Context: an optimization exercise on an open-source flow, tuned for small area. The choices shown serve that exercise and are no tape-out recipe. Where RTL was checked, it was by simulation tests only, not by an equivalence proof against the original. The flow treats the clock pin as an ideal source. Dropping or thinning the clock tree relies on that and would not hold on a real chip. Power figures rest on the tool's default switching activity, not on a simulated workload.

// top
module top (
    input  clk,         
    input  rst,         
    input  i2c_sda,     
    input  i2c_scl,     
    output debug_led,   
    output tx           
);
For scale: roughly 130 cells after synthesis, about 6 I/O pins, about 0.0014 mm² of cells after synthesis.
Settings: LEC_CHECK=0, CAP_MARGIN=20, CORE_AREA=2 2 60 60, DIE_AREA=0 0 62 62, SLEW_MARGIN=20; clock period 10.0 ns.
standard.sh (not shown) runs the stock make flow with config.mk's settings and CLKGATE_MAP_FILE= SYNTH_SCRIPT=/design/flow/synth_recipe.tcl, a recipe that flattens the netlist after the stock synthesis.
==> flow/flow/run.sh <==
#!/bin/bash
# Own flow: the standard layout (standard.sh) with three changes:
#  - synthesis maps the logic with an area-oriented ABC script
#    (flow/synth.tcl, flow/area.abc); registers are mapped as in the
#    standard synthesis;
#  - the clock is buffered by a few buffers placed at register clusters
#    (flow/pre_cts.tcl, flow/clock_buffers.tcl) instead of TritonCTS's
#    H-tree with dummy loads;
#  - port buffers use the smallest buffer cell.
# The full output of the ORFS make run is in standard_flow.log; each step's
# log is under orfs/logs/.
set -euo pipefail
export OWN_ABC_SCRIPT=$PWD/flow/area.abc
export FLOW_SYNTH_TCL=$PWD/synth_recipe.tcl
export CLOCK_BUFFER_CELL=sky130_fd_sc_hd__clkbuf_4
export CLOCK_BUFFER_COUNT=4
bash standard.sh \
  "SYNTH_SCRIPT=$PWD/flow/synth.tcl" \
  "BUFFER_PORTS_ARGS=-buffer_cell sky130_fd_sc_hd__buf_1" \
  "PRE_CTS_TCL=$PWD/flow/pre_cts.tcl" \
  finish > standard_flow.log 2>&1
==> flow/flow/area.abc <==
strash
&get -n
&st
&deepsyn -T 20
&put
amap -F 4 -A 8
topo
Other scripts of this flow, unchanged in this note and not shown: flow/flow/clock_buffers.tcl, flow/flow/pre_cts.tcl, flow/flow/synth.tcl
The baseline ran to the end with no violations.
Next try:
==> flow/flow/area.abc (replaced) <==
strash
&get -n
&st
&deepsyn -T 20
&put
amap
topo
--- a/flow/config.mk
+++ b/flow/config.mk
@@ -7,5 +7,5 @@
 export LEC_CHECK = 0
 export CAP_MARGIN = 20
-export CORE_AREA = 2 2 60 60
-export DIE_AREA = 0 0 62 62
+export CORE_MARGIN = 2
+export CORE_UTILIZATION = 75
 export SLEW_MARGIN = 20
=> Wire length increases by 8.0%. Hold slack gets worse by 0.017 ns. First-iteration DRC count fell by 81%.
Next try:
--- a/flow/config.mk
+++ b/flow/config.mk
@@ -7,5 +7,5 @@
 export LEC_CHECK = 0
 export CAP_MARGIN = 20
-export CORE_MARGIN = 2
-export CORE_UTILIZATION = 75
+export CORE_AREA = 2 2 60 60
+export DIE_AREA = 0 0 62 62
 export SLEW_MARGIN = 20
What happened: The new run produced a clean layout. Hold slack gets better by 0.016 ns. Power barely changes. Global-route usage goes down by 11 points. Final area goes up slightly. Setup slack gets better by 0.022 ns. Register-to-register slack gets better by 0.12 ns. Sequential power barely changes. Utilization goes down by 40 points. Synthesized cell count is unchanged.
No run of this note takes its clock network from TritonCTS; it comes from the design's own scripts or RTL.


Another version of the RTL of top (not shown whole).
Size in the first run: about 160 cells after synthesis, about 43 flip-flops, about 6 I/O pins, ~0.0017 mm2 of cells after synthesis.
make LEC_CHECK=0 CAP_MARGIN=20 CORE_MARGIN=2 CORE_UTILIZATION=40 CTS_CLUSTER_DIAMETER=500 CTS_CLUSTER_SIZE=60 SLEW_MARGIN=20 finish   # period 10.0 ns
run.sh (not shown) runs the stock make flow with config.mk's settings and CLKGATE_MAP_FILE= SYNTH_SCRIPT=/design/flow/synth_recipe.tcl, a recipe that flattens the netlist after the stock synthesis.
Stock flow here: none of the scripts above is used.
The baseline ran to the end with no violations.
Rerun with:
==> flow/flow/run.sh (new file) <==
#!/bin/bash
# Own flow: the standard layout, with a smaller clock tree (one cluster,
# no dummy loads) and the smallest buffer on the ports.
set -euo pipefail
CTS="-sink_clustering_enable -sink_clustering_size 60 -sink_clustering_max_diameter 500 -root_buf sky130_fd_sc_hd__clkbuf_8 -buf_list sky130_fd_sc_hd__clkbuf_8 -dont_use_dummy_load -repair_clock_nets"
bash standard.sh "CTS_ARGS=$CTS" "BUFFER_PORTS_ARGS=-buffer_cell sky130_fd_sc_hd__buf_1" finish > standard_flow.log 2>&1
==> flow/standard.sh (new file) <==
#!/bin/bash
# synth_recipe.tcl (not shown) runs the flow's synth.tcl, then flattens the netlist and writes it again
# the make line also repeats each setting of config.mk as NAME=value (left out here)
make -C /OpenROAD-flow-scripts/flow DESIGN_CONFIG=/design/flow/config.mk WORK_HOME=/design/flow/orfs CLKGATE_MAP_FILE= SYNTH_SCRIPT=/design/flow/synth_recipe.tcl "${@:-finish}"
- CTS_CLUSTER_DIAMETER: 500 -> default
- CTS_CLUSTER_SIZE: 60 -> default
removed: flow/run.sh
Worst setup slack improves by 0.38 ns.
Cell count falls slightly.
Global-route usage falls by 0.30 points.
Synthesized cell count is unchanged.
Cell area falls by a few percent.
Rerun with:
==> flow/run.sh (new file) <==
#!/bin/bash
# synth_recipe.tcl (not shown) runs the flow's synth.tcl, then flattens the netlist and writes it again
# the make line also repeats each setting of config.mk as NAME=value (left out here)
make -C /OpenROAD-flow-scripts/flow DESIGN_CONFIG=/design/flow/config.mk WORK_HOME=/design/flow/orfs CLKGATE_MAP_FILE= SYNTH_SCRIPT=/design/flow/synth_recipe.tcl finish
removed: flow/flow/run.sh
removed: flow/standard.sh
After rerunning: Die area does not change; clock power goes up by 67%; register-to-register slack got worse by 0.03 ns; routed wire length goes up by 4.0%.


== the previous run ==
Another version of the RTL of top (not shown whole).
Size: ~130 cells after synthesis, roughly 43 flip-flops, ~6 I/O pins, ~1400 sq um of cells after synthesis.
clock: 10.0 ns
lec_check: 0
cap_margin: 20
core_margin: 2
core_utilization: 60
slew_margin: 20
standard.sh (not shown) runs the stock make flow with config.mk's settings and CLKGATE_MAP_FILE= SYNTH_SCRIPT=/design/flow/synth_recipe.tcl, a recipe that flattens the netlist after the stock synthesis.
==> flow/flow/run.sh <==
#!/bin/bash
# Own flow: the standard layout (standard.sh) with three changes:
#  - synthesis maps the logic with an area-oriented ABC script
#    (flow/synth.tcl, flow/area.abc); registers are mapped as in the
#    standard synthesis;
#  - the clock is buffered by a few buffers placed at register clusters
#    (flow/pre_cts.tcl, flow/clock_buffers.tcl) instead of TritonCTS's
#    H-tree with dummy loads;
#  - port buffers use the smallest buffer cell.
# The full output of the ORFS make run is in standard_flow.log; each step's
# log is under orfs/logs/.
set -euo pipefail
export OWN_ABC_SCRIPT=$PWD/flow/area.abc
export FLOW_SYNTH_TCL=$PWD/synth_recipe.tcl
export CLOCK_BUFFER_CELL=sky130_fd_sc_hd__clkbuf_4
export CLOCK_BUFFER_COUNT=4
bash standard.sh \
  "SYNTH_SCRIPT=$PWD/flow/synth.tcl" \
  "BUFFER_PORTS_ARGS=-buffer_cell sky130_fd_sc_hd__buf_1" \
  "PRE_CTS_TCL=$PWD/flow/pre_cts.tcl" \
  finish > standard_flow.log 2>&1
==> flow/flow/pre_cts.tcl <==
# PRE_CTS hook: buffer the clock by hand (see clock_buffers.tcl) in place of
# TritonCTS's H-tree, then make the step's clock_tree_synthesis call only
# switch the clock to propagated mode. The rest of the CTS step
# (legalisation, hold repair) runs as usual.
source [file join [file dirname [info script]] clock_buffers.tcl]
insert_clock_buffers $::env(CLOCK_BUFFER_CELL) $::env(CLOCK_BUFFER_COUNT)
rename clock_tree_synthesis tritoncts_clock_tree_synthesis
proc clock_tree_synthesis { args } {
  puts "clock buffered by hand; TritonCTS not run"
  set_propagated_clock [all_clocks]
}
Other scripts of this flow, unchanged in this note and not shown: flow/flow/area.abc, flow/flow/clock_buffers.tcl, flow/flow/synth.tcl
The previous run: no failed stages, no open violations at the end
The following lists how the current run was set up differently from the previous run:
- CORE_UTILIZATION: 60 -> 40
diff --git a/flow/flow/run.sh b/flow/flow/run.sh
--- a/flow/flow/run.sh
+++ b/flow/flow/run.sh
@@ -13,6 +13,6 @@
 export OWN_ABC_SCRIPT=$PWD/flow/area.abc
 export FLOW_SYNTH_TCL=$PWD/synth_recipe.tcl
-export CLOCK_BUFFER_CELL=sky130_fd_sc_hd__clkbuf_4
-export CLOCK_BUFFER_COUNT=4
+export CLOCK_BUFFER_CELL=sky130_fd_sc_hd__clkbuf_8
+export CLOCK_BUFFER_COUNT=3
 bash standard.sh \
   "SYNTH_SCRIPT=$PWD/flow/synth.tcl" \
==> run notes <==
Re via count: the previous run was higher than the current run. Compared with the previous run, number of global-route vias before repair in the current run increased by a few percent. Re synthesized instance count: no difference whatsoever between the current run and the previous run. The higher met2 routing resource usage after global routing of the current run and the previous run is in the previous run. Compared to the previous run, the routing of the current run uses less wire.
No run of this note included a check of the RTL's function; only the layout flow was run. In every run of this note, the design's own scripts or RTL, not TritonCTS, make the clock network.

static timing again, ports no longer ideal:
The flow's constraints put no driver on any port. The routed layouts listed below were extracted and timed again, unchanged, in two steps.
Step 1 (the two cells are an assumption about what drives the block):
set clk [get_ports {clk}]
set_driving_cell -lib_cell sky130_fd_sc_hd__clkbuf_16 $clk
set_driving_cell -lib_cell sky130_fd_sc_hd__buf_2 [delete_from_list [all_inputs] $clk]
Step 2 also shifts input and output timing later by t, the mid clock arrival at the registers, as if the neighbouring blocks saw the same clock.
Three values: ideal, step 1, step 2; two values: the first two.
run | shift t [ns] | slack for setup (ns) | clock arrival spread, ns | worst slew at a driven data input, ns
the first run of note 1 | 0.205 | 6.262 / 6.219 / 6.424 | 0.014 / 0.014 | 0.03
the second run of note 1 | 0.195 | 6.231 / 6.195 / 6.390 | 0.016 / 0.015 | 0.03
the third run of note 1 | 0.202 | 6.253 / 6.213 / 6.415 | 0.008 / 0.007 | 0.03
the first run of note 2 | 0.318 | 6.164 / 6.139 / 6.457 | 0.007 / 0.007 | 0.03
the second run of note 2 | 0.306 | 6.540 / 6.513 / 6.819 | 0.014 / 0.014 | 0.03
the third run of note 2 | 0.318 | 6.164 / 6.139 / 6.457 | 0.007 / 0.007 | 0.03
the previous run | 0.196 | 6.257 / 6.222 / 6.418 | 0.038 / 0.038 | 0.03
the current run | 0.193 | 6.235 / 6.192 / 6.385 | 0.052 / 0.051 | 0.03
After both steps setup and hold are still met in every run listed.
